From an optimization exercise on the open Yosys and OpenROAD flow, aimed at small area and a short achievable clock period; shortcuts taken in it are not production practice. At most, simulation tests tie the RTL to the original design; equivalence was not proved. Only the layout flow was run in runs 1 and 2; the RTL was not checked for function there. The flow treats the clock pin as an ideal source, which a real chip does not have. Power figures rest on the tool's default switching activity, not on a simulated workload.

[standard.sh]
#!/bin/bash
# synth_recipe.tcl (not shown) runs the flow's synth.tcl, then flattens the netlist and writes it again
# the make line also repeats each setting of config.mk as NAME=value (left out here)
make -C /OpenROAD-flow-scripts/flow DESIGN_CONFIG=/design/flow/config.mk WORK_HOME=/design/flow/orfs CLKGATE_MAP_FILE= SYNTH_SCRIPT=/design/flow/synth_recipe.tcl "${@:-finish}"
[constraint.sdc]
create_clock -name core_clock -period 3.0 [get_ports {clk}]
set_input_delay 0.6000 -clock core_clock [delete_from_list [all_inputs] [get_ports {clk}]]
set_output_delay 0.6000 -clock core_clock [all_outputs]
set_load 0.01 [all_outputs]
[flow/pre_floorplan.tcl]
source [file join [file dirname [info script]] dontuse.tcl]
source [file join [file dirname [info script]] downsize.tcl]
[flow/run.sh]
#!/bin/bash
# The standard layout with these changes:
# - the port buffers are buf_4 cells, not the resizer's default pick (a slow
#   delay buffer);
# - before floorplanning, combinational cells are set back to drive 1
#   (downsize.tcl), leaving their sizing to the flow's timing repairs;
# - the steps that size or insert cells don't use delay or low-power cells
#   (dontuse.tcl).
# Tool output goes to std.log.
F=$PWD/flow
bash standard.sh 'BUFFER_PORTS_ARGS=-buffer_cell sky130_fd_sc_hd__buf_4' \
  "PRE_FLOORPLAN_TCL=$F/pre_floorplan.tcl" \
  "PRE_GLOBAL_PLACE_TCL=$F/dontuse.tcl" \
  "PRE_RESIZE_TCL=$F/dontuse.tcl" \
  "PRE_DETAIL_PLACE_TCL=$F/dontuse.tcl" \
  "PRE_CTS_TCL=$F/dontuse.tcl" \
  "PRE_GLOBAL_ROUTE_TCL=$F/dontuse.tcl" \
  "PRE_REPAIR_TIMING_POST_PLACE_TCL=$F/dontuse.tcl" \
  finish > std.log 2>&1
[flow/dontuse.tcl]
# Keep the timing repairs from picking slow delay and low-power cells for
# logic and port buffers.
set_dont_use {sky130_fd_sc_hd__clkinvlp_* sky130_fd_sc_hd__clkdlybuf4s* sky130_fd_sc_hd__dlygate* sky130_fd_sc_hd__dlymetal*}
[design.v]
module g_inv(input a, output y);
    assign y = ~a;
endmodule
module g_nand3(input a, input b, input c, output y);
    assign y = ~(a & b & c);
endmodule
module g_nand4(input a, input b, input c, input d, output y);
    assign y = ~(a & b & c & d);
endmodule
module g_aoi22(input a1, input a2, input b1, input b2, output y);
    assign y = ~((a1 & a2) | (b1 & b2));
endmodule
module g_oai22(input a1, input a2, input b1, input b2, output y);
    assign y = ~((a1 | a2) & (b1 | b2));
endmodule
module g_and2(input a, input b, output y);
    assign y = a & b;
endmodule
module g_nor2(input a, input b, output y);
    assign y = ~(a | b);
endmodule
module g_oa211(input a1, input a2, input b, input c, output y);
    assign y = (a1 | a2) & b & c;
endmodule
module dec_lo(input [2:0] a, output [7:0] lo_n, output [7:0] lo);
    wire [2:0] an;
    genvar k;
    generate
        for (k = 0; k < 3; k = k + 1) begin : i
            g_inv m(.a(a[k]), .y(an[k]));
        end
        for (k = 0; k < 8; k = k + 1) begin : d
            g_nand3 m(.a(k & 1 ? a[0] : an[0]), .b(k & 2 ? a[1] : an[1]),
                      .c(k & 4 ? a[2] : an[2]), .y(lo_n[k]));
            g_inv   v(.a(lo_n[k]), .y(lo[k]));
        end
    endgenerate
endmodule
module dec_hi(input [2:0] a, input enable, input read_write,
              output [7:0] hi_n, output [7:0] hw_n, output rd);
    wire [2:0] an;
    wire       en_n, wr;
    g_inv  ie(.a(enable), .y(en_n));
    g_nor2 r(.a(en_n), .b(read_write), .y(rd));
    g_and2 w(.a(enable), .b(read_write), .y(wr));
    genvar k;
    generate
        for (k = 0; k < 3; k = k + 1) begin : i
            g_inv m(.a(a[k]), .y(an[k]));
        end
        for (k = 0; k < 8; k = k + 1) begin : d
            g_nand4 h(.a(rd), .b(k & 1 ? a[0] : an[0]), .c(k & 2 ? a[1] : an[1]),
                      .d(k & 4 ? a[2] : an[2]), .y(hi_n[k]));
            g_nand4 v(.a(wr), .b(k & 1 ? a[0] : an[0]), .c(k & 2 ? a[1] : an[1]),
                      .d(k & 4 ? a[2] : an[2]), .y(hw_n[k]));
        end
    endgenerate
endmodule
module rd_grp(input [7:0] d, input [7:0] sel, output y);
    wire [3:0] z;
    g_aoi22 o0(.a1(d[0]), .a2(sel[0]), .b1(d[1]), .b2(sel[1]), .y(z[0]));
    g_aoi22 o1(.a1(d[2]), .a2(sel[2]), .b1(d[3]), .b2(sel[3]), .y(z[1]));
    g_aoi22 o2(.a1(d[4]), .a2(sel[4]), .b1(d[5]), .b2(sel[5]), .y(z[2]));
    g_aoi22 o3(.a1(d[6]), .a2(sel[6]), .b1(d[7]), .b2(sel[7]), .y(z[3]));
    g_nand4 n(.a(z[0]), .b(z[1]), .c(z[2]), .d(z[3]), .y(y));
endmodule
module rd_col(input [7:0] g, input [7:0] sel_n, input rd, input q, output y);
    wire [3:0] z;
    wire [1:0] p;
    g_oai22 o0(.a1(g[0]), .a2(sel_n[0]), .b1(g[1]), .b2(sel_n[1]), .y(z[0]));
    g_oai22 o1(.a1(g[2]), .a2(sel_n[2]), .b1(g[3]), .b2(sel_n[3]), .y(z[1]));
    g_oai22 o2(.a1(g[4]), .a2(sel_n[4]), .b1(g[5]), .b2(sel_n[5]), .y(z[2]));
    g_oai22 o3(.a1(g[6]), .a2(sel_n[6]), .b1(g[7]), .b2(sel_n[7]), .y(z[3]));
    g_nor2 n0(.a(z[0]), .b(z[1]), .y(p[0]));
    g_nor2 n1(.a(z[2]), .b(z[3]), .y(p[1]));
    g_oa211 f(.a1(q), .a2(rd), .b(p[0]), .c(p[1]), .y(y));
endmodule
module memory_design(output reg [7:0] data_output, input [7:0] data_input, input [5:0] address, input enable, read_write, clk);
    wire [7:0] lo_n [0:3];
    wire [7:0] lo   [0:3];
    wire [7:0] hi_n, hw_n;
    wire       rd;
    dec_hi dh(.a(address[5:3]), .enable(enable), .read_write(read_write),
              .hi_n(hi_n), .hw_n(hw_n), .rd(rd));
    wire [7:0] word [0:63];
    wire [7:0] grp  [0:7];
    wire [7:0] nxt;
    genvar i, j, b;
    generate
        for (j = 0; j < 4; j = j + 1) begin : dl
            dec_lo m(.a(address[2:0]), .lo_n(lo_n[j]), .lo(lo[j]));
        end
        for (i = 0; i < 64; i = i + 1) begin : w
            reg [7:0] q;
            always @(posedge clk)
                if (~(hw_n[i/8] | lo_n[i/16][i%8]))
                    q <= data_input;
            assign word[i] = q;
        end
        for (j = 0; j < 8; j = j + 1) begin : g
            for (b = 0; b < 8; b = b + 1) begin : c
                rd_grp m(.d({word[8*j+7][b], word[8*j+6][b], word[8*j+5][b], word[8*j+4][b],
                             word[8*j+3][b], word[8*j+2][b], word[8*j+1][b], word[8*j][b]}),
                         .sel(lo[j/2]), .y(grp[j][b]));
            end
        end
        for (b = 0; b < 8; b = b + 1) begin : r
            rd_col m(.g({grp[7][b], grp[6][b], grp[5][b], grp[4][b],
                         grp[3][b], grp[2][b], grp[1][b], grp[0][b]}),
                     .sel_n(hi_n), .rd(rd), .q(data_output[b]), .y(nxt[b]));
        end
    endgenerate
    always @(posedge clk)
        data_output <= nxt;
endmodule
[flow/downsize.tcl]
# Before floorplanning: set every combinational cell that synthesis sized up
# back to its smallest (drive 1) variant of the same footprint; the timing
# repairs later in the flow size up what the layout's timing needs.
set db [ord::get_db]
set n 0
foreach inst [[ord::get_db_block] getInsts] {
  set name [[$inst getMaster] getName]
  if {![regexp {^(sky130_fd_sc_hd__[a-z0-9]+)_([0-9]+)$} $name -> base drive]} { continue }
  if {$drive == 1} { continue }
  if {[regexp {__(df|edf|sdf|sedf|dl|conb|tap|fill|decap|buf|clkbuf|clkdly|dlygate|dlymetal)} $base]} { continue }
  set m [$db findMaster ${base}_1]
  if {$m eq "NULL" || $m eq ""} { continue }
  $inst swapMaster $m
  incr n
}
puts "downsize.tcl: set $n cells to drive 1"
[config.mk]
export PLATFORM = sky130hd
export DESIGN_NAME = memory_design
export DESIGN_NICKNAME = memory_design
export VERILOG_FILES = /design/flow/design.v
export SDC_FILE = /design/flow/constraint.sdc
export NUM_CORES = 4
export LEC_CHECK = 0
export CAP_MARGIN = 20
export CORE_MARGIN = 2
export CORE_UTILIZATION = 60
export CTS_CLUSTER_DIAMETER = 100
export CTS_CLUSTER_SIZE = 30
export SETUP_SLACK_MARGIN = 1.3
export SLEW_MARGIN = 20
export SYNTH_HIERARCHICAL = 1
==> impl_summary.log, run 1 <==
[metrics] number of buffers inserted by port buffering: 24
[metrics] sinks on the clock net: 520
[metrics] post-detailed-route DRC marker count: 0
[metrics] most common cell after layout, fill and taps aside: edfxtp_1
[metrics] Slew headroom: 43.6%
[metrics] total inserted antenna cells: 0
[metrics] starting utilization of the core area: 60.6%
[metrics] Min Hold Slack: 0.500 ns
[metrics] sink of the worst hold path: data_output[1]
[metrics] R2R depth: 5
[metrics] hold_sp: data_output[1]
[metrics] Util after Layout: 69.1%
[metrics] Yosys warning count: 7
[metrics] final hold violation count: 0
[metrics] required time of the worst setup path: roughly 3.5 ns
[metrics] Hold Crit Class: register to register
[metrics] worst reg2reg path startpoint: w[54].q[7]
[metrics] Placer Congestion: about 0.84
[metrics] share of layout cells above drive strength 1: 22.0%
[metrics] clock tree from TritonCTS: built
[metrics] end of the worst register-to-register path: data_output[7]
[metrics] total number of vias: 11.0k
[metrics] pin count of the biggest net entering global routing: 65
[metrics] global-route total usage across every layer: between 20% and 30%
[metrics] post-route fraction of the period consumed by the critical path: about three fifths
[metrics] Highest Clock Rate: between 0.5 and 0.6 GHz
[metrics] total of endpoints with negative setup slack in the final report: 0
[metrics] cts bufs inserted: 21
[metrics] critical setup path kind: primary input to register
[metrics] full die area: ~0.033 mm2
[metrics] Site Rows: 65
[metrics] via count of the first global-routing pass: around 10k
[metrics] data arrival time at the worst-slack endpoint: around 2.2 ns
[metrics] DIE HEIGHT: about 180 um
[metrics] final sum of negative setup slack: 0 ns
[metrics] fin nets: around 1.2k
[metrics] max capacitance violation total: 0
[metrics] DR WL/cell: about 29 um
[metrics] number of design-rule violations left by the first detailed-router iteration: 1299
[metrics] clock latency at the later pin of the worst-skew pair: roughly 0.55 ns
[metrics] R2R Setup Slk: 1.46 ns
[metrics] worst hold stages: 1
[metrics] number of top-level design ports: 25
[metrics] maximum fanout encountered on the critical timing path: 16
[metrics] average via count per standard cell: 6.80
[metrics] Die X: 182 um
[metrics] total length of routed wires: approximately 47000 um
[metrics] VDD IR-drop max: about 0.00052 V
[metrics] result of the run: no timing/DRC/antenna violations
[metrics] final-layout fill cell count: around 2.1k
[metrics] cell count after synthesis: around 1.1k
[metrics] number of nets in the synthesized netlist: roughly 1.1k
[metrics] endpoint type of the worst setup path: register
[metrics] Max Transition Viols Final: 0
[metrics] number of antenna violations at the first check in global routing: 2
[metrics] commonest cells after routing, fill and taps aside: edfxtp_1 (512), a22oi_1 (232), nand4_1 (80)
[metrics] Worst Tran Pin Value: around 0.85 ns
[metrics] min Tclk post-route: 1.79 ns
[metrics] unrepaired setup endpoints after global routing: true
[metrics] CTS clock-pin slew for the worst setup and hold paths: between 0.1 and 0.15 ns
[metrics] leakage component of the power: ~6.6 nW
[metrics] Hold-fix buffers, CTS: 0
[metrics] power density over the cells: between 500 and 600 mW/mm2
[metrics] number of iterations in the first detailed-routing pass: 5
[metrics] Core Footprint: between 0.03 and 0.04 mm2
[metrics] HPWL after detailed placement: 27400 um
[metrics] Routed Antenna Nets: 0
[metrics] residual overflow from global routing: 0
[metrics] wire length of the first global-routing pass: about 67000 um
[metrics] worst setup skew after layout: roughly 0.025 ns
[metrics] nature of the critical path startpoint: primary input
==> layout make-up <==
| type | instances | area (um2) | share of cell area, % |
|---|---|---|---|
| repair buffers | 117 | 803 | 3.71 |
| clock buffers | 35 | 578 | 2.67 |
| well taps | 402 | 503 | 2.32 |
| flip-flops and latches | 520 | 15500 | 71.8 |
| multi-input cells | 490 | 3920 | 18.1 |
| clock inverters | 1 | 20.0 | 0.0925 |
| inverters | 48 | 273 | 1.26 |
==> per-layer routing <==
layer	global-route usage (%)	wire length (um)	vias to the layer above
li1	-	-	4758
met1	43.8	19800	5583
met2	41.4	21300	555
met3	4.85	4600	61
met4	5.68	981	4
met5	0	23	-
==> how the worst max path moves through the flow <==
stage	from	to	slack (ns)	cells after the start
2_1_floorplan	enable	w[8].q[0]	1.15	4
3_3_place_gp	address[0]	data_output[6]	0.15	10
6_report	address[1]	data_output[3]	1.21	9
4_1_cts	read_write	w[53].q[4]	1.17	5
5_1_grt	address[0]	data_output[2]	1.21	9
3_5_place_dp	address[0]	data_output[7]	0.17	10
==> power by group <==
group	leakage (nW)	switching [mW]	internal [mW]
clock	0.285	2.08	1.36
combinational	1.61	0.518	0.225
sequential	4.67	0.0296	8.02
==> sequential cells by signal, summed over array words and instances, names as in the netlist <==
signal       cells
data_output      8
w.q            512
==> worst max-delay path: stages <==
cell     delay [ns]
buf_16         0.14
inv_1          0.11
nand3_1        0.22
inv_4          0.15
a22oi_1        0.27
nand4_1        0.26
o22ai_1        0.26
nor2_2         0.10
o211a_1        0.12
==> timing repair <==
action	4_1_cts	5_1_grt
buffers inserted	23	19
cloned	0	3
pin swaps	21	24
resized for setup	133	86
setup endpoints to repair	477	266
==> per-stage QoR <==
step | power (mW) | cells | setup slack (ns) | instance area (um2)
after floorplan | 8.48 | 1066 | 1.15 | 19100
after global placement | 8.82 | 1532 | 0.153 | 19900
after detailed placement | 8.83 | 1532 | 0.166 | 19900
after CTS | 12.2 | 1591 | 1.17 | 21000
after global routing | 12.6 | 1613 | 1.21 | 21600
final | 12.2 | 1613 | 1.21 | 21600
==> inputs of run 2 (changes only) <==
--- a/flow/run.sh
+++ b/flow/run.sh
@@ -5,7 +5,9 @@
 # - before floorplanning, combinational cells are set back to drive 1
 #   (downsize.tcl), leaving their sizing to the flow's timing repairs;
 # - the steps that size or insert cells don't use delay or low-power cells
-#   (dontuse.tcl).
+#   (dontuse.tcl);
+# - after the timing repair on global routes, cells on paths with slack are
+#   sized down again (RECOVER_POWER).
 # Tool output goes to std.log.
 F=$PWD/flow
 bash standard.sh 'BUFFER_PORTS_ARGS=-buffer_cell sky130_fd_sc_hd__buf_4' \
@@ -16,4 +18,4 @@
   "PRE_CTS_TCL=$F/dontuse.tcl" \
   "PRE_GLOBAL_ROUTE_TCL=$F/dontuse.tcl" \
   "PRE_REPAIR_TIMING_POST_PLACE_TCL=$F/dontuse.tcl" \
-  finish > std.log 2>&1
+  RECOVER_POWER=100 finish > std.log 2>&1
--- a/config.mk
+++ b/config.mk
@@ -10,6 +10,6 @@
 export CORE_UTILIZATION = 60
 export CTS_CLUSTER_DIAMETER = 100
 export CTS_CLUSTER_SIZE = 30
-export SETUP_SLACK_MARGIN = 1.3
+export SETUP_SLACK_MARGIN = 1.4
 export SLEW_MARGIN = 20
 export SYNTH_HIERARCHICAL = 1
==> impl_summary.log, run 2 <==
[metrics] result of the run: failed layout checks
[metrics] layout checks that failed: capacitance limit, slew limit
[metrics] maximum fanout encountered on the critical timing path: 16
[metrics] commonest cells after routing, fill and taps aside: edfxtp_1 (512), a22oi_1 (204), nand4_1 (80)
[metrics] met2 WL: 20800 um
[metrics] number of top-level design ports: 25
[metrics] WP buf/inv: 3
[metrics] largest registers: w.q x512, data_output x8
[metrics] most common cell after layout, fill and taps aside: edfxtp_1
[metrics] Hold Crit Class: register to register
[metrics] area used by multi-input combinational logic: 0.00393 mm2
[metrics] DIE HEIGHT: approximately 180 um
[metrics] global-route total usage across every layer: between 20% and 30%
[metrics] wire length of the first global-routing pass: roughly 66000 um
[metrics] HPWL after detailed placement: between 20000 and 30000 um
[metrics] average via count per standard cell: between 6 and 7
[metrics] R2R Setup Slk: ~1.5 ns
[metrics] total inserted antenna cells: 0
[metrics] min Tclk post-route: 2.18 ns
[metrics] nature of the critical path startpoint: primary input
[metrics] share of layout cells above drive strength 1: a little under a fifth
[metrics] data arrival time at the worst-slack endpoint: approximately 2.7 ns
[metrics] Worst path slowest cell: inv_1
[metrics] number of iterations in the first detailed-routing pass: 5
[metrics] power density over the cells: ~570 mW/mm2
[metrics] fin nets: about 1.2k
[metrics] via count of the first global-routing pass: roughly 10k
[metrics] register with the highest flop count: w.q
[metrics] leakage component of the power: approximately 6.4 nW
[metrics] uppermost metal layer occupied by signal nets: met5
[metrics] cell count after synthesis: 1066
[metrics] clock tree from TritonCTS: built
[metrics] required time of the worst setup path: roughly 3.5 ns
[metrics] residual overflow from global routing: 0
[metrics] full die area: approximately 0.033 mm2
[metrics] final hold violation count: 0
[metrics] Worst Tran Pin Value: around 1.6 ns
[metrics] post-detailed-route DRC marker count: 0
[metrics] unrepaired setup endpoints after global routing: true
[metrics] Die X: about 180 um
[metrics] VDD IR-drop max: about 0.00048 V
[metrics] number of buffers inserted by port buffering: 24
[metrics] clock latency at the later pin of the worst-skew pair: 0.55 ns
[metrics] total of endpoints with negative setup slack in the final report: 0
[metrics] min setup slack post-route: between 0.8 and 0.9 ns
[metrics] DR WL/cell: approximately 28 um
[metrics] post-route fraction of the period consumed by the critical path: ~73%
[metrics] final sum of negative setup slack: 0 ns
[metrics] Routed Antenna Nets: 0
[metrics] Max Transition Viols Final: roughly 330
[metrics] Slew headroom: -5.43%
[metrics] cell breakdown of the critical path: buf_16 > clkbuf_1 > nand3_4 > inv_1 > a22oi_1 > nand4_1 > o22ai_1 > nor2_2 > o211a_1
[metrics] flip-flop count of the largest register, all copies and words added: slightly above 500
[metrics] critical setup path kind: primary input to register
[metrics] wire length on met1: just over 20000 um
[metrics] total length of routed wires: around 44000 um
[metrics] worst setup skew after layout: roughly 0.029 ns
[metrics] number of antenna violations at the first check in global routing: 1
[metrics] Yosys warning count: 7
[metrics] number of nets in the synthesized netlist: 1083
[metrics] pin count of the biggest net entering global routing: 65
[metrics] Site Rows: 65
[metrics] Placer Congestion: between 0.8 and 0.9
[metrics] number of design-rule violations left by the first detailed-router iteration: between 1k and 1.5k
[metrics] endpoint type of the worst setup path: register
[metrics] placement-stage worst setup slack: ~0.30 ns
[metrics] total number of vias: 10.6k
[metrics] Highest Clock Rate: 0.458 GHz
[metrics] CTS clock-pin slew for the worst setup and hold paths: 0.11 ns
[metrics] starting utilization of the core area: between 60% and 70%
[metrics] max capacitance violation total: 5
[metrics] gate family responsible for the most delay along the worst path: buffers and inverters
[metrics] cts bufs inserted: 21
[metrics] final-layout fill cell count: 2082
[metrics] sinks on the clock net: 520
[metrics] met3 wire length: 2510 um
[metrics] area of all sequential standard cells: 0.0155 mm2
[metrics] Critical Path Max Stage Delay: 0.47 ns
[metrics] Core Footprint: between 0.03 and 0.04 mm2
[run 2: repair_timing]
item | CTS | global route
setup buffers | 27 | 37
endpoints found under the setup margin | 224 | 96
resized for setup | 97 | 75
pin swaps | 22 | 29
hold buffers | 0 | 0
gates cloned | 0 | 1
[run 2: worst register-to-register path: cells and delay by family, from the launching register on]
| family | cells | cell delay (ns) |
|---|---|---|
| AOI/OAI and AO/OA | 3 | 0.68 |
| DFF | 1 | 0.41 |
| and+or+nand+nor | 2 | 0.34 |
[run 2: area by class of cell]
type | instances | area share [%]
timing repair buffer | 101 | 2.93
tap | 402 | 2.34
inverter | 48 | 1.44
timing repair inverter | 1 | 0.0291
clock inverter | 1 | 0.0931
sequential | 520 | 72.2
clock buffer | 33 | 2.65
multi-input combinational | 490 | 18.3
[run 2: where the power goes]
group / switching [mW] / internal [mW]
clock: 2.06 / 1.35
sequential: 0.0376 / 8.03
combinational: 0.528 / 0.247
total: 2.63 / 9.62
[run 2: path summary, 6_finish.rpt]
check,from,endpoint,depth (start not counted)
setup / recovery,address[2],data_output[6],9
setup reg to reg,w[44].q[3],data_output[3],5
hold reg to reg,data_output[1],data_output[1],1
hold / removal,data_output[1],data_output[1],1
[run 2: routing by layer]
layer	GRT usage (%)	up-vias
li1	-	4719
met1	41.2	5487
met2	41.8	298
met3	4.45	52
met4	4.87	2
met5	0	-
[run 2: stage by stage]
| step | hold WS, ns | utilization [%] | instances | instance area, um2 | power (mW) |
|---|---|---|---|---|---|
| finish | 0.522 | 68.7 | 1596 | 21500 | 12.3 |
| global route | 0.556 | 68.7 | 1596 | 21500 | 12.6 |
| CTS | 0.490 | 68.5 | 1558 | 21500 | 12.2 |
| detailed placement | 0.472 | 65.0 | 1497 | 20300 | 8.90 |
| global placement | 0.464 | 65.0 | 1497 | 20300 | 8.89 |
| floorplan | 0.519 | - | 1066 | 19700 | 8.53 |
==> inputs of run 3 (changes only) <==
--- a/design.v
+++ b/design.v
@@ -15,6 +15,12 @@
 endmodule
 module g_and2(input a, input b, output y);
     assign y = a & b;
+endmodule
+module g_or2(input a, input b, output y);
+    assign y = a | b;
+endmodule
+module g_ao22(input a1, input a2, input b1, input b2, output y);
+    assign y = (a1 & a2) | (b1 & b2);
 endmodule
 module g_nor2(input a, input b, output y);
     assign y = ~(a | b);
@@ -91,10 +97,16 @@
             dec_lo m(.a(address[2:0]), .lo_n(lo_n[j]), .lo(lo[j]));
         end
         for (i = 0; i < 64; i = i + 1) begin : w
-            reg [7:0] q;
+            reg  [7:0] q;
+            wire [7:0] d;
+            wire       we, we_n;
+            g_nor2 e(.a(hw_n[i/8]), .b(lo_n[i/16][i%8]), .y(we));
+            g_or2  n(.a(hw_n[i/8]), .b(lo_n[i/16][i%8]), .y(we_n));
+            for (b = 0; b < 8; b = b + 1) begin : s
+                g_ao22 m(.a1(data_input[b]), .a2(we), .b1(q[b]), .b2(we_n), .y(d[b]));
+            end
             always @(posedge clk)
-                if (~(hw_n[i/8] | lo_n[i/16][i%8]))
-                    q <= data_input;
+                q <= d;
             assign word[i] = q;
         end
         for (j = 0; j < 8; j = j + 1) begin : g
--- a/flow/run.sh
+++ b/flow/run.sh
@@ -5,9 +5,7 @@
 # - before floorplanning, combinational cells are set back to drive 1
 #   (downsize.tcl), leaving their sizing to the flow's timing repairs;
 # - the steps that size or insert cells don't use delay or low-power cells
-#   (dontuse.tcl);
-# - after the timing repair on global routes, cells on paths with slack are
-#   sized down again (RECOVER_POWER).
+#   (dontuse.tcl).
 # Tool output goes to std.log.
 F=$PWD/flow
 bash standard.sh 'BUFFER_PORTS_ARGS=-buffer_cell sky130_fd_sc_hd__buf_4' \
@@ -18,4 +16,4 @@
   "PRE_CTS_TCL=$F/dontuse.tcl" \
   "PRE_GLOBAL_ROUTE_TCL=$F/dontuse.tcl" \
   "PRE_REPAIR_TIMING_POST_PLACE_TCL=$F/dontuse.tcl" \
-  RECOVER_POWER=100 finish > std.log 2>&1
+  finish > std.log 2>&1
==> impl_summary.log, run 3 <==
[metrics] starting utilization of the core area: 61.0%
[metrics] critical setup path kind: primary input to register
[metrics] Core Footprint: between 0.03 and 0.04 mm2
[metrics] Hold Crit Class: primary input to register
[metrics] DIE HEIGHT: between 150 and 200 um
[metrics] number of iterations in the first detailed-routing pass: 8
[metrics] average via count per standard cell: 7.16
[metrics] Placer Congestion: 0.883
[metrics] number of buffers inserted by port buffering: 24
[metrics] share of layout cells above drive strength 1: 17.8%
[metrics] total of endpoints with negative setup slack in the final report: 0
[metrics] Site Rows: 64
[metrics] cts bufs inserted: 21
[metrics] cell count after synthesis: around 1.6k
[metrics] Hold-fix buffers, CTS: 0
[metrics] flip-flop count of the largest register, all copies and words added: 512
[metrics] Die X: about 180 um
[metrics] maximum fanout encountered on the critical timing path: 20
[metrics] data arrival time at the worst-slack endpoint: ~2.1 ns
[metrics] number of design-rule violations left by the first detailed-router iteration: around 2.1k
[metrics] wire length of the first global-routing pass: between 80000 and 90000 um
[metrics] Max Transition Viols Final: 0
[metrics] nature of the critical path startpoint: primary input
[metrics] result of the run: no timing/DRC/antenna violations
[metrics] Worst Tran Pin Value: ~1.0 ns
[metrics] clock latency at the later pin of the worst-skew pair: around 0.57 ns
[metrics] Slew headroom: roughly a third
[metrics] fin nets: 1754
[metrics] number of nets in the synthesized netlist: 1651
[metrics] R2R Setup Slk: ~1.6 ns
[metrics] worst reg2reg path startpoint: w[54].q[3]
[metrics] final-layout fill cell count: between 2k and 2.5k
[metrics] CTS clock-pin slew for the worst setup and hold paths: between 0.1 and 0.15 ns
[metrics] min Tclk post-route: between 1.5 and 2 ns
[metrics] power density over the cells: just under 600 mW/mm2
[metrics] endpoint type of the worst setup path: register
[metrics] Util after Layout: a little over two thirds
[metrics] Highest Clock Rate: roughly 0.60 GHz
[metrics] pin count of the biggest net entering global routing: 65
[metrics] required time of the worst setup path: 3.46 ns
[metrics] Routed Antenna Nets: 0
[metrics] max capacitance violation total: 0
[metrics] largest registers: w.q x512, data_output x8
[metrics] leakage component of the power: around 8 nW
[metrics] worst setup skew after layout: between 0.03 and 0.04 ns
[metrics] clock tree from TritonCTS: built
[metrics] number of top-level design ports: 25
[metrics] worst hold stages: 3
[metrics] HPWL after detailed placement: between 30000 and 40000 um
[metrics] sink of the worst hold path: data_output[4]
[metrics] R2R depth: 5
[metrics] full die area: 0.0325 mm2
[metrics] sinks on the clock net: 520
[metrics] VDD IR-drop max: between 0.0006 and 0.0007 V
[metrics] DR WL/cell: around 25 um
[metrics] end of the worst register-to-register path: data_output[3]
[metrics] via count of the first global-routing pass: about 14k
[metrics] Cell Count Post-Placement: around 2.1k
[metrics] unrepaired setup endpoints after global routing: true
[metrics] number of antenna violations at the first check in global routing: 0
[metrics] final hold violation count: 0
[metrics] register with the highest flop count: w.q
[metrics] residual overflow from global routing: 0
[metrics] post-detailed-route DRC marker count: 0
[metrics] global-route total usage across every layer: 31.4%
[metrics] commonest cells after routing, fill and taps aside: a22o_1 (512), dfxtp_1 (512), a22oi_1 (206)
[metrics] hold_sp: read_write
[metrics] final sum of negative setup slack: 0 ns
[metrics] total length of routed wires: around 54000 um
[metrics] post-route fraction of the period consumed by the critical path: roughly 55%
[metrics] count of non-filler cells in the finished layout: approximately 2.1k
[metrics] Yosys warning count: 7
[metrics] total inserted antenna cells: 0
[metrics] total number of vias: ~15k
[run 3: final cells by class]
class | instances | area [um2] | share of cell area (%)
Sequential cell | 520 | 10400 | 49.1
Inverter | 48 | 270 | 1.27
Clock buffer | 21 | 526 | 2.48
Clock inverter | 1 | 20.0 | 0.0943
Multi-Input combinational cell | 1066 | 8910 | 42.0
Timing Repair Buffer | 80 | 583 | 2.75
Tap cell | 396 | 495 | 2.33
[run 3: worst max-delay path, stage by stage]
cell     delay (ns)
buf_12         0.19
inv_2          0.13
nand3_2        0.15
inv_4          0.10
a22oi_1        0.20
nand4_1        0.21
o22ai_4        0.27
nor2_1         0.12
o211a_1        0.13
[run 3: layer usage]
layer | GRT usage, % | wire length (um) | vias to the layer above
met5 | 0 | 0 | -
met2 | 46.7 | 23100 | 770
met1 | 48.4 | 24600 | 7478
met4 | 7.97 | 1430 | 0
li1 | - | - | 6937
met3 | 3.96 | 4600 | 71
[run 3: worst max-delay path by stage]
stage | startpoint | to | slack (ns)
2_1_floorplan | enable | w[16].q[0] | 1.16
3_3_place_gp | address[2] | data_output[1] | 0.33
3_5_place_dp | address[2] | data_output[0] | 0.28
4_1_cts | address[2] | data_output[0] | 1.28
5_1_grt | address[2] | data_output[0] | 1.32
6_report | address[1] | data_output[1] | 1.34
[run 3: where the power goes]
part / switching [mW] / total, mW / internal [mW] / leakage (nW)
sequential: 0.398 / 7.92 / 7.52 / 4.25
clock: 2.08 / 3.37 / 1.29 / 0.269
combinational: 0.656 / 1.27 / 0.612 / 3.44
total: 3.14 / 12.6 / 9.42 / 7.96
[run 3: timing repair]
action | 4_1_cts | 5_1_grt
gates resized for setup | 121 | 66
setup buffers | 42 | 2
pin swaps | 20 | 15
setup endpoints to repair | 443 | 16
endpoints found under the hold margin | 0 | 0
[run 3: through the flow]
step	hold slack, ns	instance area [um2]	power (mW)	setup WS, ns
floorplan	0.443	18900	8.64	1.16
global placement	0.456	19700	9.11	0.327
detailed placement	0.455	19700	9.15	0.278
CTS	0.457	20900	12.5	1.28
global route	0.476	21200	13.0	1.32
finish	0.474	21200	12.6	1.34
==> inputs of run 4 (changes only) <==
--- a/design.v
+++ b/design.v
@@ -15,9 +15,6 @@
 endmodule
 module g_and2(input a, input b, output y);
     assign y = a & b;
-endmodule
-module g_or2(input a, input b, output y);
-    assign y = a | b;
 endmodule
 module g_ao22(input a1, input a2, input b1, input b2, output y);
     assign y = (a1 & a2) | (b1 & b2);
@@ -101,7 +98,7 @@
             wire [7:0] d;
             wire       we, we_n;
             g_nor2 e(.a(hw_n[i/8]), .b(lo_n[i/16][i%8]), .y(we));
-            g_or2  n(.a(hw_n[i/8]), .b(lo_n[i/16][i%8]), .y(we_n));
+            g_inv  n(.a(we), .y(we_n));
             for (b = 0; b < 8; b = b + 1) begin : s
                 g_ao22 m(.a1(data_input[b]), .a2(we), .b1(q[b]), .b2(we_n), .y(d[b]));
             end
--- a/config.mk
+++ b/config.mk
@@ -10,6 +10,6 @@
 export CORE_UTILIZATION = 60
 export CTS_CLUSTER_DIAMETER = 100
 export CTS_CLUSTER_SIZE = 30
-export SETUP_SLACK_MARGIN = 1.4
+export SETUP_SLACK_MARGIN = 1.5
 export SLEW_MARGIN = 20
 export SYNTH_HIERARCHICAL = 1
==> impl_summary.log, run 4 <==
[metrics] hold_sp: w[31].q[3]
[metrics] Placer Congestion: between 0.9 and 1
[metrics] Worst Tran Pin Value: between 1 and 1.5 ns
[metrics] max capacitance violation total: 0
[metrics] number of iterations in the first detailed-routing pass: 6
[metrics] average via count per standard cell: 7.09
[metrics] power density over the cells: 583 mW/mm2
[metrics] Core Footprint: 0.0304 mm2
[metrics] Cell Count Post-Placement: between 2k and 2.5k
[metrics] final sum of negative setup slack: 0 ns
[metrics] VDD IR-drop max: ~0.00048 V
[metrics] worst hold stages: 1
[metrics] total number of vias: between 15k and 20k
[metrics] Site Rows: between 60 and 70
[metrics] total inserted antenna cells: 0
[metrics] nature of the critical path startpoint: register
[metrics] CTS clock-pin slew for the worst setup and hold paths: 0.12 ns
[metrics] proportion of total power due to net switching: 25.3%
[metrics] R2R depth: 5
[metrics] worst reg2reg path startpoint: w[26].q[3]
[metrics] via count of the first global-routing pass: ~14k
[metrics] global-route total usage across every layer: between 30% and 40%
[metrics] Die X: between 150 and 200 um
[metrics] flip-flop count of the largest register, all copies and words added: 512
[metrics] Hold Crit Class: register to register
[metrics] gate family responsible for the most delay along the worst path: flip-flops
[metrics] clock latency at the later pin of the worst-skew pair: 0.56 ns
[metrics] number of antenna violations at the first check in global routing: 0
[metrics] result of the run: no timing/DRC/antenna violations
[metrics] data arrival time at the worst-slack endpoint: roughly 1.1 ns
[metrics] min Tclk post-route: approximately 1.7 ns
[metrics] register with the highest flop count: w.q
[metrics] share of power burned in the clock network: a little over a quarter
[metrics] Max Transition Viols Final: 0
[metrics] net switching component of the power: roughly 3.2 mW
[metrics] share of layout cells above drive strength 1: a little under a fifth
[metrics] Hold-fix buffers, CTS: 0
[metrics] count of non-filler cells in the finished layout: between 2k and 2.5k
[metrics] R2R Setup Slk: between 1.5 and 2 ns
[metrics] final hold violation count: 0
[metrics] required time of the worst setup path: 2.40 ns
[metrics] Util after Layout: between 70 and 80%
[metrics] clock tree from TritonCTS: built
[metrics] number of top-level design ports: 25
[metrics] total length of routed wires: 57100 um
[metrics] critical setup path kind: register to output port
[metrics] post-route fraction of the period consumed by the critical path: a little under three fifths
[metrics] Min Hold Slack: 0.486 ns
[metrics] Routed Antenna Nets: 0
[metrics] Yosys warning count: 7
[metrics] WP buf/inv: 1
[metrics] Internal Pwr Total: 9.46 mW
[metrics] Worst path slowest cell: dfxtp_4
[metrics] portion of total power attributed to combinational logic: 10.6%
[metrics] sink of the worst hold path: w[31].q[3]
[metrics] fin nets: between 1.5k and 2k
[metrics] Slew headroom: a little under a third
[metrics] leakage component of the power: 8.14 nW
[metrics] Critical Path Max Stage Delay: roughly 0.42 ns
[metrics] starting utilization of the core area: 60.8%
[metrics] largest registers: w.q x512, data_output x8
[metrics] cell depth of the worst setup path: 1
[metrics] worst setup skew after layout: between 0.02 and 0.03 ns
[metrics] cell count after synthesis: ~1.6k
[metrics] sinks on the clock net: 520
[metrics] cts bufs inserted: 21
[metrics] wire length of the first global-routing pass: 85200 um
[metrics] full die area: around 0.032 mm2
[metrics] number of buffers inserted by port buffering: 24
[metrics] maximum fanout encountered on the critical timing path: 2
[metrics] post-detailed-route DRC marker count: 0
[metrics] commonest cells after routing, fill and taps aside: a22o_1 (512), dfxtp_1 (512), a22oi_1 (170)
[metrics] DR WL/cell: 25.9 um
[metrics] pin count of the biggest net entering global routing: 65
[metrics] sequential group share of total power: between 60 and 70%
[metrics] endpoint type of the worst setup path: output port
[metrics] end of the worst register-to-register path: data_output[3]
[metrics] number of nets in the synthesized netlist: approximately 1.7k
[metrics] number of design-rule violations left by the first detailed-router iteration: 1926
[metrics] DIE HEIGHT: between 150 and 200 um
[metrics] Highest Clock Rate: around 0.59 GHz
[metrics] HPWL after detailed placement: 34600 um
[metrics] final-layout fill cell count: roughly 2.3k
[metrics] residual overflow from global routing: 0
[metrics] cell breakdown of the critical path: buf_6
[metrics] unrepaired setup endpoints after global routing: true
[metrics] total of endpoints with negative setup slack in the final report: 0
## run 4: worst max-delay path by stage
| stage | start | endpoint | slack [ns] |
|---|---|---|---|
| 2_1_floorplan | enable | w[17].q[0] | 1.06 |
| 3_3_place_gp | address[0] | data_output[3] | 0.41 |
| 3_5_place_dp | address[0] | data_output[2] | 0.36 |
| 4_1_cts | data_output[7] | data_output[7] | 1.32 |
| 5_1_grt | data_output[6] | data_output[6] | 1.30 |
| 6_report | data_output[6] | data_output[6] | 1.32 |
## run 4: per-stage QoR
step / worst slack (ns) / power, mW / area [um2]
2_1_floorplan: 1.06 / 8.62 / 18600
3_3_place_gp: 0.406 / 9.11 / 19500
3_5_place_dp: 0.364 / 9.14 / 19500
4_1_cts: 1.32 / 12.6 / 21100
5_1_grt: 1.30 / 13.0 / 21700
6_report: 1.32 / 12.7 / 21700
## run 4: final cells by class
type | instances | area [um2] | share of cell area (%)
sequential | 520 | 10400 | 48.0
multi-input combinational | 1002 | 8640 | 39.8
timing repair buffer | 145 | 990 | 4.56
inverter | 112 | 591 | 2.72
clock buffer | 21 | 526 | 2.42
tap | 396 | 495 | 2.28
timing repair inverter | 5 | 28.8 | 0.133
clock inverter | 1 | 20.0 | 0.0922
## run 4: power groups by stage
stage	sequential (mW)	clock, mW	combinational (mW)
floorplan	7.91	0	0.709
CTS	7.91	3.43	1.24
global route	8.00	3.63	1.41
finish	7.95	3.37	1.34
detailed placement	8.03	0	1.11
global placement	8.04	0	1.08
## run 4: layer usage
metal,wire length (um),part of all wire [%],track usage (%),vias up
met5,0,0,0,-
li1,-,-,-,7019
met1,25000,44,49.7,7574
met2,25100,44,49.6,878
met4,2020,3.5,11.3,0
met3,5060,8.9,3.57,131
## run 4: repair_timing
action | CTS | global route
setup endpoints to repair | 528 | 291
cloned | 3 | 6
buffers inserted | 31 | 30
resized for setup | 194 | 117
pin swaps | 40 | 49
==> inputs of run 5 (changes only) <==
--- a/config.mk
+++ b/config.mk
@@ -10,6 +10,6 @@
 export CORE_UTILIZATION = 60
 export CTS_CLUSTER_DIAMETER = 100
 export CTS_CLUSTER_SIZE = 30
-export SETUP_SLACK_MARGIN = 1.5
+export SETUP_SLACK_MARGIN = 1.4
 export SLEW_MARGIN = 20
 export SYNTH_HIERARCHICAL = 1
==> impl_summary.log, run 5 <==
[metrics] total of endpoints with negative setup slack in the final report: 0
[metrics] total inserted antenna cells: 0
[metrics] register with the highest flop count: w.q
[metrics] cell depth of the worst setup path: 1
[metrics] worst hold stages: 1
[metrics] CTS clock-pin slew for the worst setup and hold paths: approximately 0.12 ns
[metrics] post-route fraction of the period consumed by the critical path: roughly 56%
[metrics] flip-flop count of the largest register, all copies and words added: between 500 and 600
[metrics] number of design-rule violations left by the first detailed-router iteration: ~1.8k
[metrics] final sum of negative setup slack: 0 ns
[metrics] number of top-level design ports: 25
[metrics] Die X: 180 um
[metrics] pin count of the biggest net entering global routing: 65
[metrics] R2R Setup Slk: 1.62 ns
[metrics] Cell Count Post-Placement: 2110
[metrics] min setup slack post-route: 1.32 ns
[metrics] R2R depth: 5
[metrics] count of non-filler cells in the finished layout: roughly 2.2k
[metrics] maximum fanout encountered on the critical timing path: 2
[metrics] gate family responsible for the most delay along the worst path: flip-flops
[metrics] unrepaired setup endpoints after global routing: true
[metrics] placement-stage worst setup slack: about 0.36 ns
[metrics] nature of the critical path startpoint: register
[metrics] Site Rows: 64
[metrics] data arrival time at the worst-slack endpoint: about 1.1 ns
[metrics] Hold Crit Class: register to register
[metrics] HPWL after detailed placement: 34600 um
[metrics] cell breakdown of the critical path: buf_6
[metrics] commonest cells after routing, fill and taps aside: a22o_1 (512), dfxtp_1 (512), a22oi_1 (181)
[metrics] DR WL/cell: about 26 um
[metrics] power density over the cells: 595 mW/mm2
[metrics] total length of routed wires: between 50000 and 60000 um
[metrics] global-route total usage across every layer: around a third
[metrics] share of layout cells above drive strength 1: 15.2%
[metrics] Critical Path Max Stage Delay: ~0.41 ns
[metrics] result of the run: no timing/DRC/antenna violations
[metrics] Worst Tran Pin Value: approximately 1.0 ns
[metrics] Max Transition Viols Final: 0
[metrics] Core Footprint: a little over 0.03 mm2
[metrics] largest registers: w.q x512, data_output x8
[metrics] DIE HEIGHT: 180 um
[metrics] sinks on the clock net: 520
[metrics] clock tree from TritonCTS: built
[metrics] Highest Clock Rate: a little under 0.6 GHz
[metrics] cts bufs inserted: 21
[metrics] number of nets in the synthesized netlist: roughly 1.7k
[metrics] total design power: around 13 mW
[metrics] cell count after synthesis: ~1.6k
[metrics] WP buf/inv: 1
[metrics] full die area: between 0.03 and 0.04 mm2
[metrics] Min Hold Slack: 0.486 ns
[metrics] starting utilization of the core area: 60.8%
[metrics] number of antenna violations at the first check in global routing: 0
[metrics] final hold violation count: 0
[metrics] residual overflow from global routing: 0
[metrics] clock latency at the later pin of the worst-skew pair: about 0.55 ns
[metrics] critical setup path kind: register to output port
[metrics] average via count per standard cell: slightly above 7
[metrics] total number of vias: around 15k
[metrics] fin nets: between 1.5k and 2k
[metrics] max capacitance violation total: 0
[metrics] Worst path slowest cell: dfxtp_4
[metrics] final-layout fill cell count: ~2.3k
[metrics] Routed Antenna Nets: 0
[metrics] number of buffers inserted by port buffering: 24
[metrics] endpoint type of the worst setup path: output port
[metrics] VDD IR-drop max: 0.000465 V
[metrics] wire length of the first global-routing pass: between 80000 and 90000 um
[metrics] leakage component of the power: around 7.9 nW
[metrics] Slew headroom: between 30% and 40%
[metrics] number of iterations in the first detailed-routing pass: 5
[metrics] min Tclk post-route: approximately 1.7 ns
[metrics] Placer Congestion: ~0.94
[metrics] worst setup skew after layout: between 0.02 and 0.025 ns
[metrics] via count of the first global-routing pass: between 10k and 15k
[metrics] post-detailed-route DRC marker count: 0
[metrics] Yosys warning count: 7
[metrics] required time of the worst setup path: 2.40 ns
==> run 5: changes by cell type in the layout (fill, tap and decap cells not counted), moves of 7 or more <==
cell,previous run,this run
buf_2,20,8
a22oi_1,170,181
a22oi_2,86,75
inv_6,17,6
inv_4,18,26
o22ai_1,9,17
clkbuf_2,16,9
nand3_4,18,11
o22ai_2,21,14
==> run 5: timing repair <==
item | CTS | global route
gates cloned | 1 | 2
gates resized for setup | 139 | 86
pin swaps | 21 | 16
hold buffers | 0 | 0
endpoints found under the setup margin | 428 | 73
setup buffers | 26 | 8
==> run 5: layer usage <==
metal	up-vias	global-route usage [%]	routed length (um)
li1	6939	-	-
met1	7449	49.1	24900
met2	762	50.2	24500
met3	110	3.59	4450
met4	0	9.63	1780
met5	-	0	0
==> run 5: path summary, 6_finish.rpt <==
| check | start | endpoint |
|---|---|---|
| hold reg to reg | w[44].q[6] | w[44].q[6] |
| setup reg to reg | w[36].q[1] | data_output[1] |
| setup / recovery | data_output[7] | data_output[7] |
| hold / removal | w[44].q[6] | w[44].q[6] |
==> run 5: where the power goes <==
group          internal [mW]  switching (mW)
logic                  0.607           0.656
registers               7.52           0.417
clock network           1.29            2.09
==> run 5: final cells by class <==
| class | instances | area [um2] | area share, % |
|---|---|---|---|
| clock buffers | 21 | 526 | 2.48 |
| clock inverters | 1 | 20.0 | 0.0946 |
| inverters | 112 | 533 | 2.52 |
| multi-input cells | 1002 | 8430 | 39.8 |
| flip-flops and latches | 520 | 10400 | 49.3 |
| well taps | 396 | 495 | 2.34 |
| repair buffers | 114 | 708 | 3.35 |
| repair inverters | 3 | 16.3 | 0.0769 |
==> run 5: stage by stage <==
step                      cell area, um2  util [%]
final                              21200      69.5
after global routing               21200      69.5
after CTS                          20700      68.2
after detailed placement           19500      63.9
after global placement             19500      63.9
after floorplan                    18600         -
==> inputs of run 6 (changes only) <==
--- a/config.mk
+++ b/config.mk
@@ -9,7 +9,7 @@
 export CORE_MARGIN = 2
 export CORE_UTILIZATION = 60
 export CTS_CLUSTER_DIAMETER = 100
-export CTS_CLUSTER_SIZE = 30
+export CTS_CLUSTER_SIZE = 22
 export SETUP_SLACK_MARGIN = 1.4
 export SLEW_MARGIN = 20
 export SYNTH_HIERARCHICAL = 1
==> impl_summary.log, run 6 <==
[metrics] Critical Path Max Stage Delay: about 0.4 ns
[metrics] average via count per standard cell: about 7
[metrics] total length of routed wires: between 50000 and 60000 um
[metrics] Max Transition Viols Final: 0
[metrics] share of power burned in the clock network: 29.0%
[metrics] worst setup skew after layout: 0.0175 ns
[metrics] Site Rows: between 60 and 70
[metrics] Core Footprint: approximately 0.030 mm2
[metrics] Die X: between 150 and 200 um
[metrics] DIE HEIGHT: roughly 180 um
[metrics] worst reg2reg path startpoint: w[28].q[7]
[metrics] starting utilization of the core area: about three fifths
[metrics] cts bufs inserted: 27
[metrics] WP buf/inv: 1
[metrics] endpoint type of the worst setup path: output port
[metrics] net switching component of the power: between 3 and 4 mW
[metrics] total number of vias: approximately 15k
[metrics] commonest cells after routing, fill and taps aside: a22o_1 (512), dfxtp_1 (512), a22oi_1 (199)
[metrics] hold_sp: read_write
[metrics] min Tclk post-route: around 1.7 ns
[metrics] leakage component of the power: 7.91 nW
[metrics] final hold violation count: 0
[metrics] Worst path slowest cell: dfxtp_4
[metrics] fin nets: 1785
[metrics] via count of the first global-routing pass: approximately 14k
[metrics] result of the run: no timing/DRC/antenna violations
[metrics] nature of the critical path startpoint: register
[metrics] register with the highest flop count: w.q
[metrics] post-detailed-route DRC marker count: 0
[metrics] max capacitance violation total: 0
[metrics] Placer Congestion: about 0.94
[metrics] Highest Clock Rate: between 0.5 and 0.6 GHz
[metrics] pin count of the biggest net entering global routing: 65
[metrics] number of iterations in the first detailed-routing pass: 5
[metrics] sink of the worst hold path: data_output[1]
[metrics] number of design-rule violations left by the first detailed-router iteration: about 1.6k
[metrics] total inserted antenna cells: 0
[metrics] R2R Setup Slk: around 1.6 ns
[metrics] HPWL after detailed placement: about 35000 um
[metrics] Internal Pwr Total: ~9.7 mW
[metrics] Slew headroom: between 30% and 40%
[metrics] share of layout cells above drive strength 1: between 10% and 20%
[metrics] critical setup path kind: register to output port
[metrics] number of buffers inserted by port buffering: 24
[metrics] sinks on the clock net: 520
[metrics] clock latency at the later pin of the worst-skew pair: roughly 0.58 ns
[metrics] cell breakdown of the critical path: buf_6
[metrics] Min Hold Slack: 0.462 ns
[metrics] gate family responsible for the most delay along the worst path: flip-flops
[metrics] flip-flop count of the largest register, all copies and words added: about 500
[metrics] Worst Tran Pin Value: approximately 1.0 ns
[metrics] cell count after synthesis: roughly 1.6k
[metrics] Hold-fix buffers, CTS: 0
[metrics] full die area: roughly 0.032 mm2
[metrics] Routed Antenna Nets: 0
[metrics] proportion of total power due to net switching: roughly a quarter
[metrics] post-route fraction of the period consumed by the critical path: a little under three fifths
[metrics] Yosys warning count: 7
[metrics] number of top-level design ports: 25
[metrics] Hold Crit Class: primary input to register
[metrics] R2R depth: 5
[metrics] final sum of negative setup slack: 0 ns
[metrics] data arrival time at the worst-slack endpoint: between 1 and 1.5 ns
[metrics] largest registers: w.q x512, data_output x8
[metrics] portion of total power attributed to combinational logic: 9.6%
[metrics] number of nets in the synthesized netlist: approximately 1.7k
[metrics] DR WL/cell: 25.6 um
[metrics] clock tree from TritonCTS: built
[metrics] sequential group share of total power: between 60% and 70%
[metrics] end of the worst register-to-register path: data_output[7]
[metrics] wire length of the first global-routing pass: between 80000 and 90000 um
[metrics] unrepaired setup endpoints after global routing: true
[metrics] CTS clock-pin slew for the worst setup and hold paths: 0.09 ns
[metrics] VDD IR-drop max: ~0.00067 V
[metrics] total of endpoints with negative setup slack in the final report: 0
[metrics] worst hold stages: 3
[metrics] maximum fanout encountered on the critical timing path: 2
[metrics] residual overflow from global routing: 0
[metrics] required time of the worst setup path: between 2 and 2.5 ns
[metrics] number of antenna violations at the first check in global routing: 0
[metrics] power density over the cells: 613 mW/mm2
[metrics] global-route total usage across every layer: between 30% and 40%
run 6: tightest hold or removal path: stages:
cell     delay [ns]
buf_4          0.10
nor2_4         0.08
o211a_1        0.22
run 6: layer usage:
metal	track usage, %	vias up	share of wire (%)
li1	-	6926	-
met1	48.7	7457	45
met2	48.6	733	44
met3	4.38	117	8.0
met4	11.9	0	3.6
met5	0	-	0
run 6: repair_timing:
| action | CTS | global route |
|---|---|---|
| pin swaps | 20 | 16 |
| gates cloned | 0 | 2 |
| endpoints found under the setup margin | 394 | 16 |
| setup buffers | 21 | 2 |
| resized for setup | 123 | 53 |
run 6: worst max path at each step:
stage	start	end	slack, ns	cells past startpoint
after detailed placement	address[0]	data_output[2]	0.36	8
after global placement	address[0]	data_output[3]	0.41	9
after global routing	address[0]	data_output[2]	1.28	9
after CTS	data_output[7]	data_output[7]	1.30	1
after floorplan	enable	w[17].q[0]	1.06	5
final	data_output[7]	data_output[7]	1.30	1
run 6: final cells by class:
cell class / count / area (um2)
sequential: 520 / 10400
fill: 2377 / 9380
multi-input combinational: 1002 / 8290
clock buffer: 27 / 676
timing repair buffer: 103 / 638
inverter: 112 / 505
tap: 396 / 495
timing repair inverter: 2 / 10.0
clock inverter: 1 / 8.76
run 6: power groups by stage:
stage	clock network, mW	logic, mW	registers, mW
4_1_cts	3.79	1.18	7.90
3_5_place_dp	0	1.11	8.03
5_1_grt	4.03	1.32	7.99
2_1_floorplan	0	0.709	7.91
6_report	3.74	1.24	7.93
3_3_place_gp	0	1.08	8.04
run 6: per-stage QoR:
step           utilization, %  power (mW)  cells  instance area (um2)  setup slack (ns)
2_1_floorplan               -        8.62   1634                18600              1.06
3_3_place_gp             63.9        9.11   2110                19500             0.406
3_5_place_dp             63.9        9.14   2110                19500             0.364
4_1_cts                  68.3        12.9   2159                20800              1.30
5_1_grt                  69.2        13.3   2163                21100              1.28
6_report                 69.2        12.9   2163                21100              1.30
==> inputs of run 7 (changes only) <==
--- a/config.mk
+++ b/config.mk
@@ -9,7 +9,7 @@
 export CORE_MARGIN = 2
 export CORE_UTILIZATION = 60
 export CTS_CLUSTER_DIAMETER = 100
-export CTS_CLUSTER_SIZE = 22
+export CTS_CLUSTER_SIZE = 26
 export SETUP_SLACK_MARGIN = 1.4
 export SLEW_MARGIN = 20
 export SYNTH_HIERARCHICAL = 1
==> impl_summary.log, run 7 <==
[metrics] residual overflow from global routing: 0
[metrics] cts bufs inserted: 23
[metrics] Placer Congestion: between 0.9 and 1
[metrics] number of nets in the synthesized netlist: 1651
[metrics] critical setup path kind: register to output port
[metrics] wire length of the first global-routing pass: approximately 85000 um
[metrics] leakage component of the power: approximately 7.9 nW
[metrics] number of top-level design ports: 25
[metrics] Critical Path Max Stage Delay: 0.40 ns
[metrics] endpoint type of the worst setup path: output port
[metrics] max capacitance violation total: 0
[metrics] Routed Antenna Nets: 0
[metrics] total inserted antenna cells: 0
[metrics] end of the worst register-to-register path: data_output[5]
[metrics] worst setup skew after layout: 0.0216 ns
[metrics] result of the run: no timing/DRC/antenna violations
[metrics] min Tclk post-route: roughly 1.7 ns
[metrics] unrepaired setup endpoints after global routing: true
[metrics] total number of vias: ~15k
[metrics] placed cell area: roughly 0.02 mm2
[metrics] clock latency at the later pin of the worst-skew pair: about 0.57 ns
[metrics] share of layout cells above drive strength 1: between 10 and 15%
[metrics] number of antenna violations at the first check in global routing: 0
[metrics] full die area: 0.0322 mm2
[metrics] maximum fanout encountered on the critical timing path: 2
[metrics] Hold-fix buffers, CTS: 0
[metrics] worst hold stages: 3
[metrics] number of iterations in the first detailed-routing pass: 5
[metrics] Worst Tran Pin Value: between 1 and 1.5 ns
[metrics] register with the highest flop count: w.q
[metrics] gate family responsible for the most delay along the worst path: flip-flops
[metrics] commonest cells after routing, fill and taps aside: a22o_1 (512), dfxtp_1 (512), a22oi_1 (186)
[metrics] global-route total usage across every layer: between 30% and 40%
[metrics] R2R depth: 5
[metrics] DR WL/cell: about 25 um
[metrics] sink of the worst hold path: data_output[3]
[metrics] Max Transition Viols Final: 0
[metrics] Core Footprint: ~0.03 mm2
[metrics] flip-flop count of the largest register, all copies and words added: approximately 510
[metrics] pin count of the biggest net entering global routing: 65
[metrics] CTS clock-pin slew for the worst setup and hold paths: around 0.10 ns
[metrics] number of buffers inserted by port buffering: 24
[metrics] Site Rows: 64
[metrics] number of design-rule violations left by the first detailed-router iteration: between 1.5k and 2k
[metrics] Worst path slowest cell: dfxtp_4
[metrics] Slew headroom: a little under a third
[metrics] worst reg2reg path startpoint: w[26].q[5]
[metrics] final sum of negative setup slack: 0 ns
[metrics] DIE HEIGHT: around 180 um
[metrics] Highest Clock Rate: roughly 0.6 GHz
[metrics] sinks on the clock net: 520
[metrics] fin nets: around 1.8k
[metrics] nature of the critical path startpoint: register
[metrics] total length of routed wires: ~55000 um
[metrics] CP startpoint: data_output[7]
[metrics] starting utilization of the core area: between 60% and 70%
[metrics] cell count after synthesis: ~1.6k
[metrics] VDD IR-drop max: between 0.0005 and 0.0006 V
[metrics] Yosys warning count: 7
[metrics] average via count per standard cell: roughly 7.1
[metrics] R2R Setup Slk: between 1.5 and 2 ns
[metrics] HPWL after detailed placement: 34600 um
[metrics] Hold Crit Class: primary input to register
[metrics] required time of the worst setup path: about 2.4 ns
[metrics] via count of the first global-routing pass: 14.2k
[metrics] largest registers: w.q x512, data_output x8
[metrics] cell breakdown of the critical path: buf_6
[metrics] hold_sp: read_write
[metrics] total of endpoints with negative setup slack in the final report: 0
[metrics] data arrival time at the worst-slack endpoint: 1.08 ns
[metrics] Die X: between 150 and 200 um
[metrics] post-detailed-route DRC marker count: 0
[metrics] final hold violation count: 0
[metrics] final-layout fill cell count: ~2.4k
[metrics] post-layout instance area: about 0.021 mm2
[metrics] post-route fraction of the period consumed by the critical path: a little under three fifths
[metrics] clock tree from TritonCTS: built
[metrics] WP buf/inv: 1
[metrics] power density over the cells: 599 mW/mm2
==> run 7: area by class of cell <==
class / instances / area, um2 / area share (%)
timing repair inverter: 2 / 12.5 / 0.0592
timing repair buffer: 110 / 687 / 3.25
clock buffer: 23 / 576 / 2.72
multi-input combinational: 1002 / 8390 / 39.7
tap: 396 / 495 / 2.35
inverter: 112 / 533 / 2.52
sequential: 520 / 10400 / 49.4
==> run 7: power breakdown <==
group	internal (mW)	leakage (nW)	switching [mW]
Combinational	0.604	3.36	0.650
Sequential	7.52	4.25	0.415
Clock	1.38	0.283	2.08
Total	9.50	7.89	3.14
==> run 7: metrics by stage <==
| step | std cells | worst slack, ns | utilization, % | hold slack, ns | total power [mW] |
|---|---|---|---|---|---|
| final | 2165 | 1.32 | 69.4 | 0.472 | 12.6 |
| after global routing | 2165 | 1.31 | 69.4 | 0.480 | 13.1 |
| after CTS | 2154 | 1.31 | 68.0 | 0.458 | 12.6 |
| after detailed placement | 2110 | 0.364 | 63.9 | 0.455 | 9.14 |
| after global placement | 2110 | 0.406 | 63.9 | 0.456 | 9.11 |
| after floorplan | 1634 | 1.06 | - | 0.443 | 8.62 |
==> run 7: worst max-delay path by stage <==
stage	endpoint	slack (ns)	cells past startpoint
6_report	data_output[7]	1.32	1
5_1_grt	data_output[6]	1.31	1
4_1_cts	data_output[7]	1.31	1
3_5_place_dp	data_output[2]	0.36	8
3_3_place_gp	data_output[3]	0.41	9
2_1_floorplan	w[17].q[0]	1.06	5
==> run 7: routing by layer <==
layer / vias up / GRT usage [%] / routed length, um
met1: 7499 / 49.5 / 25000
met2: 728 / 49.7 / 24400
met4: 0 / 8.88 / 1670
met5: - / 0 / 0
li1: 6932 / - / -
met3: 109 / 3.36 / 4080
==> run 7: repair_timing <==
| action | 4_1_cts | 5_1_grt |
|---|---|---|
| cloned | 0 | 2 |
| buffers inserted | 21 | 9 |
| setup endpoints to repair | 418 | 27 |
| pin swaps | 20 | 27 |
| resized for setup | 128 | 83 |
==> inputs of run 8 (changes only) <==
--- a/config.mk
+++ b/config.mk
@@ -7,7 +7,7 @@
 export LEC_CHECK = 0
 export CAP_MARGIN = 20
 export CORE_MARGIN = 2
-export CORE_UTILIZATION = 60
+export CORE_UTILIZATION = 65
 export CTS_CLUSTER_DIAMETER = 100
 export CTS_CLUSTER_SIZE = 26
 export SETUP_SLACK_MARGIN = 1.4
==> impl_summary.log, run 8 <==
[metrics] worst setup skew after layout: 0.0194 ns
[metrics] share of layout cells above drive strength 1: a little over an eighth
[metrics] net switching component of the power: 3.12 mW
[metrics] Core Footprint: around 0.028 mm2
[metrics] final sum of negative setup slack: 0 ns
[metrics] total length of routed wires: 55100 um
[metrics] Internal Pwr Total: around 9.5 mW
[metrics] CTS clock-pin slew for the worst setup and hold paths: 0.10 ns
[metrics] Util after Layout: roughly three quarters
[metrics] Max Transition Viols Final: 0
[metrics] number of antenna violations at the first check in global routing: 1
[metrics] total inserted antenna cells: 0
[metrics] required time of the worst setup path: ~2.4 ns
[metrics] DR WL/cell: ~26 um
[metrics] total design power: around 13 mW
[metrics] Site Rows: 61
[metrics] data arrival time at the worst-slack endpoint: 1.11 ns
[metrics] Worst path slowest cell: dfxtp_4
[metrics] share of power burned in the clock network: a little over a quarter
[metrics] Cell Count Post-Placement: approximately 2.1k
[metrics] Yosys warning count: 7
[metrics] Worst Tran Pin Value: about 1.0 ns
[metrics] Hold-fix buffers, CTS: 0
[metrics] count of non-filler cells in the finished layout: between 2k and 2.5k
[metrics] sequential group share of total power: between 60% and 70%
[metrics] gate family responsible for the most delay along the worst path: flip-flops
[metrics] min Tclk post-route: roughly 1.7 ns
[metrics] residual overflow from global routing: 0
[metrics] Die X: around 170 um
[metrics] largest registers: w.q x512, data_output x8
[metrics] global-route total usage across every layer: between 30% and 40%
[metrics] fin nets: about 1.8k
[metrics] proportion of total power due to net switching: 24.7%
[metrics] via count of the first global-routing pass: about 15k
[metrics] total of endpoints with negative setup slack in the final report: 0
[metrics] endpoint type of the worst setup path: output port
[metrics] hold_sp: w[49].q[0]
[metrics] Routed Antenna Nets: 0
[metrics] post-detailed-route DRC marker count: 0
[metrics] commonest cells after routing, fill and taps aside: a22o_1 (512), dfxtp_1 (512), a22oi_1 (219)
[metrics] full die area: 0.0298 mm2
[metrics] flip-flop count of the largest register, all copies and words added: between 500 and 600
[metrics] post-route fraction of the period consumed by the critical path: between 50% and 60%
[metrics] maximum fanout encountered on the critical timing path: 2
[metrics] nature of the critical path startpoint: register
[metrics] critical setup path kind: register to output port
[metrics] Slew headroom: a little over 30%
[metrics] number of iterations in the first detailed-routing pass: 6
[metrics] worst reg2reg path startpoint: w[36].q[7]
[metrics] pin count of the biggest net entering global routing: between 60 and 70
[metrics] total number of vias: 15.7k
[metrics] cell count after synthesis: approximately 1.6k
[metrics] register with the highest flop count: w.q
[metrics] portion of total power attributed to combinational logic: approximately a tenth
[metrics] leakage component of the power: between 7 and 8 nW
[metrics] final-layout fill cell count: 1955
[metrics] result of the run: no timing/DRC/antenna violations
[metrics] number of design-rule violations left by the first detailed-router iteration: 2066
[metrics] final hold violation count: 0
[metrics] max capacitance violation total: 0
[metrics] VDD IR-drop max: about 0.00063 V
[metrics] number of top-level design ports: 25
[metrics] Critical Path Max Stage Delay: between 0.4 and 0.5 ns
[metrics] Highest Clock Rate: just under 0.6 GHz
[metrics] clock latency at the later pin of the worst-skew pair: 0.56 ns
[metrics] wire length of the first global-routing pass: between 80000 and 90000 um
[metrics] number of buffers inserted by port buffering: 24
[metrics] cell breakdown of the critical path: buf_6
[metrics] HPWL after detailed placement: 34500 um
[metrics] WP buf/inv: 1
[metrics] clock tree from TritonCTS: built
[metrics] sinks on the clock net: 520
[metrics] unrepaired setup endpoints after global routing: true
[metrics] cts bufs inserted: 23
[metrics] Placer Congestion: 0.898
[metrics] Hold Crit Class: register to register
[metrics] average via count per standard cell: between 7 and 8
[metrics] number of nets in the synthesized netlist: around 1.7k
[metrics] starting utilization of the core area: 66.4%
[metrics] power density over the cells: roughly 600 mW/mm2
[metrics] CP startpoint: data_output[2]
[metrics] DIE HEIGHT: between 150 and 200 um
## run 8: worst paths after layout
kind / to / cells after the start / slack [ns]
hold / removal: w[49].q[0] / 1 / 0.48
hold reg to reg: w[49].q[0] / 1 / 0.48
setup / recovery: data_output[2] / 1 / 1.29
setup reg to reg: data_output[7] / 5 / 1.54
## run 8: power groups by stage
stage          logic, mW  registers (mW)  clock network, mW
6_report            1.25            7.94               3.43
5_1_grt             1.33            7.99               3.67
4_1_cts             1.18            7.91               3.45
3_5_place_dp        1.11            8.03                  0
3_3_place_gp        1.07            8.04                  0
2_1_floorplan      0.709            7.91                  0
## run 8: per-layer routing
metal	global-route usage (%)	vias up	wire (um)
li1	-	6929	-
met1	53.6	7718	24500
met2	51.6	901	23800
met3	6.22	102	5480
met4	7.80	2	1340
met5	0	-	7
## run 8: through the flow
step                      worst slack [ns]  instance area, um2  hold WS [ns]
after floorplan                       1.06               18600         0.443
after global placement               0.412               19500         0.456
after detailed placement             0.352               19500         0.455
after CTS                             1.30               20600         0.485
after global routing                  1.28               21000         0.497
final                                 1.29               21000         0.484
## run 8: area by class of cell
class | instances | area, um2 | share of cell area, %
sequential | 520 | 10400 | 49.7
tap | 378 | 473 | 2.25
inverter | 112 | 520 | 2.48
timing repair buffer | 112 | 764 | 3.64
clock buffer | 23 | 576 | 2.74
multi-input combinational | 1002 | 8210 | 39.1
## run 8: repair_timing
item	in CTS	in global routing
buffers inserted	24	1
gates resized for setup	107	79
pin swaps	23	20
gates cloned	0	2
endpoints found under the setup margin	312	153

==> afterwards: timing with drivers on the ports <==
How much do the figures lean on ideal ports? The routed layouts below were timed once more, with nothing changed but the port constraints. Step 1: set_driving_cell puts a clkbuf_16 on clk and a buf_2 on each other input, an assumption about the parent block. Step 2 adds t to the input delays and takes it off the output delays; t is the mean of the earliest and latest rising clock arrival at the registers after step 1. Input paths then give back, and output paths get back, about the clock's delay inside the block. Slacks: ideal ports / drivers / drivers and shift; pairs: ideal ports / drivers.
run | t, ns | setup WS [ns] | worst data-port slew with drivers (ns) | pins driven straight from the clock port
run 1 | 0.602 | 1.214 / 1.075 / 0.473 | 0.22 | 1
run 2 | 0.589 | 0.818 / 0.782 / 0.193 | 0.09 | 1
run 3 | 0.611 | 1.335 / 1.288 / 0.706 | 0.08 | 1
run 4 | 0.599 | 1.315 / 1.259 / 0.695 | 0.24 | 1
run 5 | 0.599 | 1.318 / 1.264 / 0.692 | 0.12 | 1
run 6 | 0.625 | 1.304 / 1.250 / 0.655 | 0.11 | 1
run 7 | 0.614 | 1.321 / 1.267 / 0.726 | 0.10 | 1
run 8 | 0.609 | 1.290 / 1.219 / 0.610 | 0.23 | 1
The setup slack of run 1, which loses most, moves by -0.139 ns with the drivers and by -0.741 ns with both steps.
